Source: an optimization exercise on an open RTL-to-GDS flow (aim: small area). Production flows keep margins and buffers that such runs may drop. In this exercise RTL edits were held to simulation tests only and were not proved equivalent to the original. Power is estimated from default activity; no workload was simulated.

==> config.mk <==
export PLATFORM = sky130hd
export DESIGN_NAME = Cricket
export DESIGN_NICKNAME = Cricket
export VERILOG_FILES = /design/flow/design.v
export SDC_FILE = /design/flow/constraint.sdc
export NUM_CORES = 4
export LEC_CHECK = 0
export CAP_MARGIN = 20
export CORE_MARGIN = 2
export CORE_UTILIZATION = 70
export CTS_CLUSTER_DIAMETER = 200
export CTS_CLUSTER_SIZE = 50
export SLEW_MARGIN = 20
==> constraint.sdc <==
create_clock -name core_clock -period 12.0 [get_ports {clk_fpga}]
set_input_delay 2.4000 -clock core_clock [delete_from_list [all_inputs] [get_ports {clk_fpga}]]
set_output_delay 2.4000 -clock core_clock [all_outputs]
set_load 0.01 [all_outputs]
==> flow/cts_args.txt <==
-sink_clustering_enable -repair_clock_nets -dont_use_dummy_load -buf_list sky130_fd_sc_hd__clkbuf_4 -root_buf sky130_fd_sc_hd__clkbuf_8
==> standard.sh <==
#!/bin/bash
# synth_recipe.tcl (not shown) runs the flow's synth.tcl, then flattens the netlist and writes it again
# the make line also repeats each setting of config.mk as NAME=value (left out here)
make -C /OpenROAD-flow-scripts/flow DESIGN_CONFIG=/design/flow/config.mk WORK_HOME=/design/flow/orfs CLKGATE_MAP_FILE= SYNTH_SCRIPT=/design/flow/synth_recipe.tcl "${@:-finish}"
==> design.v <==
`timescale 1ns / 1ps
module Cricket(
    input clk_fpga,
    input reset,
    input btnU,
    input sw,
    output dp,
    output [6:0] seg,
    output [3:0] an,
    output [15:0] led
    );
    reg [11:0] count;
    reg new_press, stable, now_stable;
    wire cnt_low0 = (count[10:0] == 11'd0);
    wire cnt_term = ~count[11] & cnt_low0;
    wire cnt_fb = (count[11] & ~cnt_low0) ^ count[7] ^ count[1] ^ count[0];
    wire cnt_clr = reset | (btnU != new_press);
    always @(posedge clk_fpga) begin
        count <= cnt_clr ? 12'h001 : {count[10:0], cnt_fb};
        if (reset) begin
            new_press <= 0;
            stable <= 0;
        end else if (btnU == new_press) begin
            if (cnt_term)
                stable <= btnU;
        end else
            new_press <= btnU;
    end
    always @(posedge clk_fpga)
        now_stable <= stable;
    wire delivery = stable & ~now_stable;
    reg [5:1] shift;
    always @(posedge clk_fpga) begin
        if (reset) shift <= 5'b11111;
        else shift <= {shift[1] ^ shift[4], shift[5:2]};
    end
    wire [3:0] q  = {shift[3:1], shift[5] ^ shift[3]};
    wire [3:0] qp = {shift[2:1], shift[5] ^ shift[3], shift[4] ^ shift[2]};    
    reg [8:0] cnt;      
    reg [2:0] ph;       
    reg [4:0] hb;       
    wire cnt_end = (cnt == 9'd33);      
    always @(posedge clk_fpga) begin
        if (reset) begin
            cnt <= 0;
            ph <= 3'd1;
            hb <= 0;
        end else if (cnt_end) begin
            cnt <= 0;
            ph <= ph + 1'b1;
            hb <= (hb == 5'd20) ? 5'd0 : {hb[3:0], ~(hb[4] ^ hb[2])};    
        end else
            cnt <= {cnt[7:0], ~(cnt[8] ^ cnt[4])};
    end
    wire [1:0] digit = ph[2:1];
    reg [4:0] sc;
    wire sc_step = (ph == 3'd5) && (hb == 5'd0) && (cnt == 9'd0);    
    always @(posedge clk_fpga) begin
        if (reset)
            sc <= 0;
        else if (sc_step)
            sc <= (sc == 5'd14) ? 5'd31 : (sc == 5'd31) ? 5'd15 : sc + 1'b1;
    end
    reg [15:0] scroll;
    integer i;
    always @(*) begin
        for (i = 0; i < 16; i = i + 1)
            scroll[i] = sc[4] ? (sc[3:0] != i) : ((sc[3:0] > i) || (sc[3:0] == 4'd15));
    end
    reg [1:0] t1h, t2h;          
    reg [3:0] t1t, t2t;          
    reg [3:0] t1o, t2o;          
    reg [3:0] t1w, t2w;          
    reg [6:0] b1, b2;            
    reg selD;                    
    reg selL;                    
    reg pend;                    
    reg pendb;                   
    reg G;                       
    reg inningOver;
    wire [1:0] ch = selD ? t2h : t1h;
    wire [3:0] ct = selD ? t2t : t1t;
    wire [3:0] co = selD ? t2o : t1o;
    wire [3:0] cw = selD ? t2w : t1w;
    wire [6:0] cb = selL ? b2 : b1;
    wire over1 = (t1w >= 4'd10) || (b1 >= 7'd120);
    wire over2 = (t2w >= 4'd10) || (b2 >= 7'd120);
    wire gameOver = G | (over1 & over2);
    wire winner = ~({t1h, t1t, t1o} > {t2h, t2t, t2o});
    reg [2:0] d;
    always @(*) begin
        case (qp)
            3, 4, 5, 6: d = 3'd1;
            7, 8, 9:    d = 3'd2;
            10:         d = 3'd3;
            11:         d = 3'd4;
            12:         d = 3'd6;
            default:    d = 3'd0;
        endcase
    end
    wire wk = (qp == 4'd15);
    wire [3:0] o_sum = co + d;
    wire top = ch[1] && (ct == 4'd5);             
    wire o_carry = top ? (o_sum >= 4'd6) : (o_sum >= 4'd10);
    wire [3:0] n_o = o_carry ? o_sum - (top ? 4'd6 : 4'd10) : o_sum;
    wire t_carry = o_carry && (top || ct == 4'd9);
    wire [3:0] n_t = t_carry ? 4'd0 : ct + o_carry;
    wire [1:0] n_h = (top && o_carry) ? 2'd0 : ch + t_carry;
    wire [3:0] n_w = cw + wk;
    always @(posedge clk_fpga) begin
        if (reset) begin
            t1h <= 0; t1t <= 0; t1o <= 0; t1w <= 0;
            t2h <= 0; t2t <= 0; t2o <= 0; t2w <= 0;
            b1 <= 0; b2 <= 0;
            pend <= 0; pendb <= 0;
            G <= 0;
        end else begin
            if (pend && !selD) begin
                t1h <= n_h; t1t <= n_t; t1o <= n_o; t1w <= n_w;
            end
            if (pend && selD) begin
                t2h <= n_h; t2t <= n_t; t2o <= n_o; t2w <= n_w;
            end
            if (pendb && !selL) b1 <= cb + 1'b1;
            if (pendb && selL) b2 <= cb + 1'b1;
            pend <= delivery && !gameOver && (cw < 4'd10);
            pendb <= delivery && !gameOver && !inningOver && (q != 4'd13) && (q != 4'd14);
            G <= gameOver;
        end
    end
    always @(posedge clk_fpga) begin
        if (!(delivery && cw >= 4'd10)) selD <= sw;
        if (!(delivery && inningOver)) selL <= sw;
    end
    always @(posedge clk_fpga)
        inningOver <= !reset && ((cw >= 4'd10) || (cb >= 7'd120));
    assign led = G ? scroll : {9'd0, cb};
    reg [3:0] nd;
    always @(*) begin
        case (digit)
            2'd0: nd = (cw >= 4'd10) ? cw - 4'd10 : cw;
            2'd1: nd = co;
            2'd2: nd = ct;
            2'd3: nd = {2'b00, ch};
        endcase
    end
    reg [6:0] seg_n;        
    always @(*) begin
        case (nd)
            0: seg_n = 7'b100_0000;
            1: seg_n = 7'b111_1001;
            2: seg_n = 7'b010_0100;
            3: seg_n = 7'b011_0000;
            4: seg_n = 7'b001_1001;
            5: seg_n = 7'b001_0010;
            6: seg_n = 7'b000_0010;
            7: seg_n = 7'b111_1000;
            8: seg_n = 7'b000_0000;
            9: seg_n = 7'b001_0000;
            default: seg_n = 7'b000_1000;
        endcase
    end
    reg [6:0] seg_go;       
    always @(*) begin
        case (digit)
            2'd1: seg_go = winner ? 7'b010_0100 : 7'b111_1001;
            2'd3: seg_go = 7'b000_0111;
            default: seg_go = 7'b100_0000;
        endcase
    end
    reg [6:0] seg_io;       
    always @(*) begin
        case (digit)
            2'd0: seg_io = 7'b111_1101;
            2'd1: seg_io = 7'b100_0000;
            2'd2: seg_io = 7'b100_1111;
            2'd3: seg_io = 7'b101_1111;
        endcase
    end
    wire [6:0] segs = gameOver ? seg_go : inningOver ? seg_io : seg_n;
    assign seg = segs;
    assign an = ~(4'b0001 << digit);
    assign dp = ~(digit == 2'd1);
endmodule
==> flow/run.sh <==
#!/bin/bash
# Own layout flow: the standard ORFS flow (standard.sh), with the synthesis
# mapped for area instead of speed (the 12 ns clock leaves ample slack):
#  - abc maps the combinational logic with an area-oriented script
#    (abc_area_own.script, used in place of ORFS's abc_speed.script),
#  - Yosys's adder cells (ha/fa) are not pre-placed, so abc maps adders too,
#  - the port buffers are the smallest buffer, sky130_fd_sc_hd__buf_1,
#  - CTS arguments from cts_args.txt, if present.
# Registers, their names and cell types are the standard synthesis's.
# Every tool's output goes to the ORFS logs under orfs/logs/ and to flow.log here.
set -euo pipefail
WORK=$(pwd)
SC="$WORK/scripts_own"
rm -rf "$SC"
cp -r "$FLOW_HOME/scripts" "$SC"
cp "$WORK/flow/abc_area_own.script" "$SC/abc_speed.script"
ARGS=("SCRIPTS_DIR=$SC" "ADDER_MAP_FILE=" "BUFFER_PORTS_ARGS=-buffer_cell sky130_fd_sc_hd__buf_1")
if [[ -f "$WORK/flow/cts_args.txt" ]]; then
    ARGS+=("CTS_ARGS=$(cat "$WORK/flow/cts_args.txt")")
fi
bash "$WORK/standard.sh" "${ARGS[@]}" finish > "$WORK/flow.log" 2>&1
==> flow/abc_area_own.script <==
strash
balance
rewrite -l
refactor -l
balance -l
rewrite -l
rewrite -z -l
balance -l
refactor -z -l
rewrite -z -l
balance -l
dch -f
amap
strash
dch -f
amap
topo
==> results.json <==
{
  "status": "timing/DRC/antenna clean",
  "clk_latency_ns": 0.35,
  "routed-via-count": 4401,
  "route.detailed.drc": 0,
  "setup_ws_ns": 5.80,
  "initial_core_util_pct": 72.5,
  "pre_cts_ws_ns": 6.29,
  "clkSinkCount": 90,
  "p_per_area_nw_per_um2": 109,
  "io_pins": 32,
  "htreeDepth": 3,
  "dp_hpwl_mm": 7.36,
  "antenna_cells": 0,
  "r2r_setup_slack_ns": 7.59,
  "drive_gt1_share_pct": 1.95,
  "worst_ep_required_time_ns": 9.60,
  "synthTopCellsByArea": "dfxtp_1, nor2_1, clkinv_1",
  "synthTopCellsByCount": "nor2_1, dfxtp_1, clkinv_1",
  "first_pass_iters": 5,
  "max-vdd-ir-drop_uv": 82.8,
  "rows": 28,
  "finalCriticalPeriod_ns": 6.20,
  "ys_types": 39,
  "grt_util_all_layers_pct": 31.9,
  "finalSetupViolations": 0,
  "syn_inst": 574,
  "clk_pin_slew_ns": 0.09,
  "hold_violations": 0,
  "grt_pass1_vias": 3941,
  "dieHeight_microns": 82.3,
  "synthesis.nets": 578,
  "slew_headroom_pct": 36.8,
  "yosysTopAreaCellShare_pct": 41.0,
  "arrival_ns": 3.80,
  "fin_nets": 621,
  "crit_path_end_kind": "output pin",
  "syn_to_final_growth_pct": 7.99,
  "drv_cap": 0,
  "cts_tree": "yes",
  "gp_congestion": 0.913,
  "critPathLaunchType": "flop",
  "post_cts.repair.setup_buffers": 0,
  "grt_pass1_wl_mm": 16.9,
  "synth.avg_cell_area_sq_um": 7.48,
  "via_per_inst": 6.38,
  "drv_slew": 0,
  "synth_area_leader_cell": "dfxtp_1",
  "io_buffers": 31,
  "cts_resized": 0,
  "yosysMostFrequentCell": "nor2_1",
  "ant_nets": 0,
  "drtIter0Drc": 282,
  "worst_pin_slew_ns": 0.940,
  "die_area_sq_um": 6770,
  "clockRootBuffer": "clkbuf_8",
  "path_max_fanout": 16,
  "setup_tns_ns": 0,
  "hold_path_class": "reg2reg",
  "synth_seq_cells": 90,
  "synthFlopType": "dfxtp_1",
  "overflow": 0,
  "fin_util_pct": 78.3,
  "crit_type": "reg2out",
  "synth-edff-count": 2,
  "total_power_mw": 0.505,
  "power.leakage_nw": 1.64,
  "yosysWarnings": 1,
  "routedWlPerCell_microns": 15.0,
  "rsz0062_at_grt": "no",
  "core-area_sq_um": 5920,
  "grt_start_max_net_pins": 41,
  "wl_mm": 10.4,
  "ctsHoldBuffers": 0,
  "post-route-period-util_pct": 51.7,
  "dieWidth_microns": 82.3,
  "antenna_found_initial": 0,
  "async_flop_share_pct": 0,
  "clock_skew_ns": 0.0205,
  "netlist_area_sq_um": 4290,
  "timing.fmax_mhz": 161,
  "cts_buffer_depth": 2,
  "fillCellCount": 444,
  "ys_seq_area_share_pct": 42.4,
  "cts_made_buffers": 9
}
-- placed cells by master (no fill, tap or decap), types with 2 or more instances in the layout --
master and instances:
o221ai_1 3, clkinv_1 78, buf_1 30, edfxtp_1 2, or2_0 5, o21ai_0 48
o211ai_1 2, and2_0 2, buf_4 2, o21a_1 4, nor4_1 5, a211oi_1 10
a41oi_1 3, or4_1 4, a311oi_1 5, or3_1 7, a221oi_1 8, dfxtp_1 88
a22oi_1 6, clkbuf_8 9, a21oi_1 46, o31a_1 2, nand2_1 22, nand3_1 6
o22a_1 2, o32ai_1 2, o221a_1 6, nor3_1 11, a31oi_1 3, nor2_1 123
o22ai_1 43, nor2b_1 13, and3_1 5
-- metrics by stage --
step / cell area (sq um) / hold slack (ns) / instances
floorplan: 4290 / 0.338 / 574
global placement: 4510 / 0.344 / 681
detailed placement: 4510 / 0.348 / 681
CTS: 4640 / 0.361 / 690
global route: 4640 / 0.371 / 690
finish: 4640 / 0.358 / 690
-- area by class of cell --
class	count	area [sq um]	area share [%]
Clock buffer	9	124	2.67
Inverter	78	293	6.32
Multi-Input combinational cell	405	2170	46.8
Sequential cell	90	1820	39.3
Tap cell	75	93.8	2.02
Timing Repair Buffer	33	133	2.86
-- worst max-delay path, stage by stage, from the launching register on --
cell	delay [ns]
edfxtp_1	0.65
clkinv_1	0.50
o22ai_1	0.37
clkinv_1	0.19
nor2_1	0.16
a21oi_1	0.06
o32ai_1	0.38
clkinv_1	0.20
o21ai_0	0.26
clkinv_1	0.12
nor2_1	0.11
a221oi_1	0.10
a21oi_1	0.19
buf_1	0.17
-- routing by layer --
metal | track usage (%) | wire [microns] | part of all wire [%] | vias up
met3 | 5.76 | 750 | 7.2 | 37
met2 | 53.3 | 4910 | 47 | 209
li1 | - | - | - | 2153
met5 | 0 | 0 | 0 | -
met4 | 16.7 | 299 | 2.9 | 0
met1 | 39.0 | 4390 | 42 | 2002
-- cells by family (layout without fill, tap and decap cells) --
group / count (synthesis) / after routing / share of synthesized area [%]
and+or+nand+nor: 204 / 204 / 20.9
buffers and inverters: 79 / 120 / 7.00
DFF: 90 / 90 / 42.4
AOI/OAI and AO/OA: 201 / 201 / 29.7
-- where the power goes --
group          leakage, nW  switching, mW  total, mW  internal, mW
registers            0.732        0.00304      0.306         0.303
logic                0.838         0.0293     0.0424        0.0131
clock network       0.0647         0.0901      0.157        0.0672
-- worst paths after layout --
path / from / endpoint / cells past startpoint
hold / removal: stable / now_stable / 0
hold reg to reg: stable / now_stable / 0
setup reg to reg: selD / t1t[1] / 15
setup / recovery: selD / seg[5] / 13
-- registers in the layout, indices dropped and copies added (netlist names), 5 cells and up --
register and flops:
shift 5, count 12, b2 7, cnt 9
b1 7, hb 5, sc 5

-- afterwards: timing with drivers on the ports --
The flow's constraints put no driver on any port. The routed layout listed below was extracted and timed again, unchanged, in two steps.
Step 1 assumes that a clkbuf_16 drives the clock port and a buf_2 every other input.
Step 2, shift: input delay + t, output delay - t, t = (earliest + latest rising clock arrival at the registers) / 2. This alone moves slack from input paths to output paths.
Slacks: ideal ports / drivers / drivers and shift; pairs: ideal ports / drivers.
t (ns): 0.374
setup WS [ns]: 5.800 / 5.769 / 6.143
worst setup path at the end: register to output
After both steps this run still meets setup and hold. For this run, drivers alone change the setup slack by -0.031 ns; drivers and shift together by +0.343 ns.
